From an optimization exercise on the open Yosys and OpenROAD flow, aimed at small area and a short achievable clock period; shortcuts taken in it are not production practice.
Function was checked by simulation only, so behaviour that the tests miss may differ from the original.
No activity file was given, so power comes from the tool's default toggle rates.

==> inputs of violet <==
// fifo
module fifo(clk,res,wr_en,rd_en,wdata,rdata,empty,full,overflow,underflow);
==> module fifo, before the edit <==
module fifo(clk,res,wr_en,rd_en,wdata,rdata,empty,full,overflow,underflow);
	parameter WIDTH=32;
	parameter FIFO_SIZE=32;
	parameter PTR_WIDTH=$clog2(FIFO_SIZE);
	input clk,res,wr_en,rd_en;
	input [WIDTH-1:0]wdata;
	output reg empty,full,overflow,underflow;
	output reg[WIDTH-1:0]rdata;
	reg[WIDTH-1:0]mem[FIFO_SIZE-1:0];
	reg[PTR_WIDTH-1:0]wr_ptr,rd_ptr;
	wire do_w = wr_en & ~full;
	wire do_r = rd_en & ~empty;
	wire [PTR_WIDTH-1:0] wr_inc = wr_ptr + 1'b1;
	wire [PTR_WIDTH-1:0] rd_inc = rd_ptr + 1'b1;
	always @(posedge clk)
		if (do_w) mem[wr_ptr] <= wdata;
	always @(posedge clk) begin
		if (res) begin
			wr_ptr <= 0;
			rd_ptr <= 0;
			empty <= 1'b1;
			full <= 1'b0;
			overflow <= 1'b0;
			underflow <= 1'b0;
			rdata <= 0;
		end else begin
			if (do_w) wr_ptr <= wr_inc;
			if (do_r) begin
				rd_ptr <= rd_inc;
				rdata <= mem[rd_ptr];
			end
			if (wr_en & full) overflow <= 1'b1;
			if (rd_en & empty) underflow <= 1'b1;
			if (do_w) empty <= 1'b0;
			else if (do_r) empty <= (rd_inc == wr_ptr);
			if (do_r) full <= 1'b0;
			else if (do_w) full <= (wr_inc == rd_ptr);
		end
	end
endmodule
Settings: LEC_CHECK=0, CAP_MARGIN=20, CORE_MARGIN=2, CORE_UTILIZATION=35, SETUP_SLACK_MARGIN=0.3, SLEW_MARGIN=20; clock period 6.0 ns.
run.sh (not shown) runs the stock make flow with config.mk's settings and CLKGATE_MAP_FILE= SYNTH_SCRIPT=/design/flow/synth_recipe.tcl, a recipe that flattens the netlist after the stock synthesis.
==> inputs of delta, as changes to violet <==
==> flow/design.v (replaced) <==
module fifo(clk,res,wr_en,rd_en,wdata,rdata,empty,full,overflow,underflow);
	parameter WIDTH=32;
	parameter FIFO_SIZE=32;
	parameter PTR_WIDTH=$clog2(FIFO_SIZE);
	localparam HALF=WIDTH/2;
	localparam NGO=8;             
	input clk,res,wr_en,rd_en;
	input [WIDTH-1:0]wdata;
	output reg empty,full,overflow,underflow;
	output reg[WIDTH-1:0]rdata;
	reg[PTR_WIDTH-1:0]wr_ptr,rd_ptr;
	reg[FIFO_SIZE-1:0]rd_sel;     
	reg nfull, nempty;
	wire do_r = rd_en & nempty;
	wire [PTR_WIDTH-1:0] wr_inc = wr_ptr + 1'b1;
	wire [PTR_WIDTH-1:0] rd_inc = rd_ptr + 1'b1;
	wire [NGO-1:0] go;
	wire do_w = go[0];
	genvar b, g, k;
	generate
		for (g = 0; g < NGO; g = g + 1) begin : wgo
			fifo_and2 u (.a(wr_en), .b(nfull), .y(go[g]));
		end
	endgenerate
	wire [3:0] pa;
	wire [7:0] pb;
	fifo_dec2 upa (.a(wr_ptr[1:0]), .y(pa));
	fifo_dec3 upb (.a(wr_ptr[4:2]), .y(pb));
	wire [WIDTH-1:0] word [FIFO_SIZE-1:0];
	generate
		for (k = 0; k < FIFO_SIZE; k = k + 1) begin : w
			wire we_lo, we_hi;
			fifo_and3 ul (.a(go[(2*k)%NGO]), .b(pa[k%4]), .c(pb[k/4]), .y(we_lo));
			fifo_and3 uh (.a(go[(2*k+1)%NGO]), .b(pa[k%4]), .c(pb[k/4]), .y(we_hi));
			reg [WIDTH-1:0] q;
			always @(posedge clk) begin
				if (we_lo) q[HALF-1:0] <= wdata[HALF-1:0];
				if (we_hi) q[WIDTH-1:HALF] <= wdata[WIDTH-1:HALF];
			end
			assign word[k] = q;
		end
	endgenerate
	wire [WIDTH-1:0] rd_word_n;
	generate
		for (b = 0; b < WIDTH; b = b + 1) begin : rbit
			wire [10:0] n;
			for (g = 0; g < 10; g = g + 1) begin : grp
				fifo_aoi222 u (.a1(rd_sel[3*g]), .a2(word[3*g][b]),
				               .b1(rd_sel[3*g+1]), .b2(word[3*g+1][b]),
				               .c1(rd_sel[3*g+2]), .c2(word[3*g+2][b]), .y(n[g]));
			end
			fifo_aoi22 u10 (.a1(rd_sel[30]), .a2(word[30][b]),
			                .b1(rd_sel[31]), .b2(word[31][b]), .y(n[10]));
			wire o0, o1, o2;
			fifo_nand4 u11 (.a(n[0]), .b(n[1]), .c(n[2]), .d(n[3]), .y(o0));
			fifo_nand4 u12 (.a(n[4]), .b(n[5]), .c(n[6]), .d(n[7]), .y(o1));
			fifo_nand3 u13 (.a(n[8]), .b(n[9]), .c(n[10]), .y(o2));
			fifo_nor3 u14 (.a(o0), .b(o1), .c(o2), .y(rd_word_n[b]));
		end
	endgenerate
	always @(posedge clk) begin
		if (res) begin
			wr_ptr <= 0;
			rd_ptr <= 0;
			rd_sel <= 1;
			empty <= 1'b1;
			nempty <= 1'b0;
			full <= 1'b0;
			nfull <= 1'b1;
			overflow <= 1'b0;
			underflow <= 1'b0;
			rdata <= 0;
		end else begin
			if (do_w) wr_ptr <= wr_inc;
			if (do_r) begin
				rd_ptr <= rd_inc;
				rd_sel <= {rd_sel[FIFO_SIZE-2:0], rd_sel[FIFO_SIZE-1]};
				rdata <= ~rd_word_n;
			end
			if (wr_en & ~nfull) overflow <= 1'b1;
			if (rd_en & ~nempty) underflow <= 1'b1;
			if (do_w) begin
				empty <= 1'b0;
				nempty <= 1'b1;
			end else if (do_r) begin
				empty <= (rd_inc == wr_ptr);
				nempty <= (rd_inc != wr_ptr);
			end
			if (do_r) begin
				full <= 1'b0;
				nfull <= 1'b1;
			end else if (do_w) begin
				full <= (wr_inc == rd_ptr);
				nfull <= (wr_inc != rd_ptr);
			end
		end
	end
endmodule
module fifo_and2(a,b,y);
	input a,b;
	output y;
	assign y = a & b;
endmodule
module fifo_and3(a,b,c,y);
	input a,b,c;
	output y;
	assign y = a & b & c;
endmodule
module fifo_dec2(a,y);
	input [1:0] a;
	output [3:0] y;
	assign y = 4'd1 << a;
endmodule
module fifo_dec3(a,y);
	input [2:0] a;
	output [7:0] y;
	assign y = 8'd1 << a;
endmodule
module fifo_aoi22(a1,a2,b1,b2,y);
	input a1,a2,b1,b2;
	output y;
	assign y = ~((a1 & a2) | (b1 & b2));
endmodule
module fifo_nand4(a,b,c,d,y);
	input a,b,c,d;
	output y;
	assign y = ~(a & b & c & d);
endmodule
module fifo_aoi222(a1,a2,b1,b2,c1,c2,y);
	input a1,a2,b1,b2,c1,c2;
	output y;
	assign y = ~((a1 & a2) | (b1 & b2) | (c1 & c2));
endmodule
module fifo_nand3(a,b,c,y);
	input a,b,c;
	output y;
	assign y = ~(a & b & c);
endmodule
module fifo_nor3(a,b,c,y);
	input a,b,c;
	output y;
	assign y = ~(a | b | c);
endmodule
==> flow/flow/run.sh (new file) <==
#!/bin/bash
# Standard synthesis, then the standard ORFS layout with the I/O port buffers
# made from sky130_fd_sc_hd__buf_2 instead of the tool's default pick (a delay cell).
set -euo pipefail
bash standard.sh synth > synth_make.log 2>&1
export BUFFER_PORTS_ARGS="-buffer_cell sky130_fd_sc_hd__buf_2"
bash standard.sh finish > layout_make.log 2>&1
==> flow/standard.sh (new file) <==
#!/bin/bash
# synth_recipe.tcl (not shown) runs the flow's synth.tcl, then flattens the netlist and writes it again
# the make line also repeats each setting of config.mk as NAME=value (left out here)
make -C /OpenROAD-flow-scripts/flow DESIGN_CONFIG=/design/flow/config.mk WORK_HOME=/design/flow/orfs CLKGATE_MAP_FILE= SYNTH_SCRIPT=/design/flow/synth_recipe.tcl "${@:-finish}"
--- a/flow/config.mk
+++ b/flow/config.mk
@@ -7,6 +7,11 @@
 export LEC_CHECK = 0
 export CAP_MARGIN = 20
 export CORE_MARGIN = 2
-export CORE_UTILIZATION = 35
-export SETUP_SLACK_MARGIN = 0.3
+export CORE_UTILIZATION = 60
+export CTS_CLUSTER_DIAMETER = 100
+export CTS_CLUSTER_SIZE = 30
+export PLACE_DENSITY = 0.72
+export SETUP_SLACK_MARGIN = 3.8
 export SLEW_MARGIN = 20
+export SYNTH_HIERARCHICAL = 1
+export SYNTH_MINIMUM_KEEP_SIZE = 0
removed: flow/run.sh
==> impl_metrics.csv <==
group,metric,value,unit
run_status,outcome,"timing/DRC/antenna clean",
pwr,p_sw,3.397,mW
place,dp_cells,3698,
place,post_dp_cell_area,43880,um^2
critical_path,cp.arrival,4.19,ns
critical_path,cp_slowest_cell,"nor2_4",
cells_and_area,multi_input_area,9244,um^2
cells_and_area,final-nonclk-buf-share,0.02748,
cells_and_area,fin_cells,3908,
(the above is from violet)
==> impl_metrics.csv <==
group,metric,value,unit
yosys,synth_top_area_share,0.7944,
cells_and_area,final-nonclk-buf-share,0.02183,
cells_and_area,fin_cells,2951,
run_status,outcome,"timing/DRC/antenna clean",
place,dp_cells,2861,
place,post_dp_cell_area,40380,um^2
cells_and_area,multi_input_area,6387,um^2
pwr,p_sw,2.523,mW
critical_path,cp.arrival,1.16,ns
critical_path,cp_slowest_cell,"dfxtp_4",
(the above is from delta)

-- afterwards: timing with drivers on the ports --
Ports are ideal in the flow. The routed layouts listed here were re-timed in OpenROAD. Step 1 assumes that a clkbuf_16 drives the clock port and a buf_2 every other input. Step 2 moves the port delays by t, midway between the first and last clock arrival at a register: inputs arrive t later, outputs are due t later. That takes back most of the time a late clock gives input paths. Three values: ideal ports, drivers, drivers and shift; two values: the first two.
| run | t, ns | setup WS [ns] | hold WS [ns] | worst setup path at the end | slew at the worst register clock pin (ns) |
|---|---|---|---|---|---|
| violet | 0.749 | 2.106 / 2.150 / 1.401 | 0.471 / 0.470 / 0.470 | input to register | 0.06 / 0.06 |
| delta | 0.684 | 3.637 / 3.573 / 3.133 | 0.507 / 0.507 / 0.507 | input to register | 0.11 / 0.11 |
After both steps every run listed still meets setup and hold. For violet, which loses most, drivers alone change the setup slack by +0.044 ns; drivers and shift together by -0.705 ns.
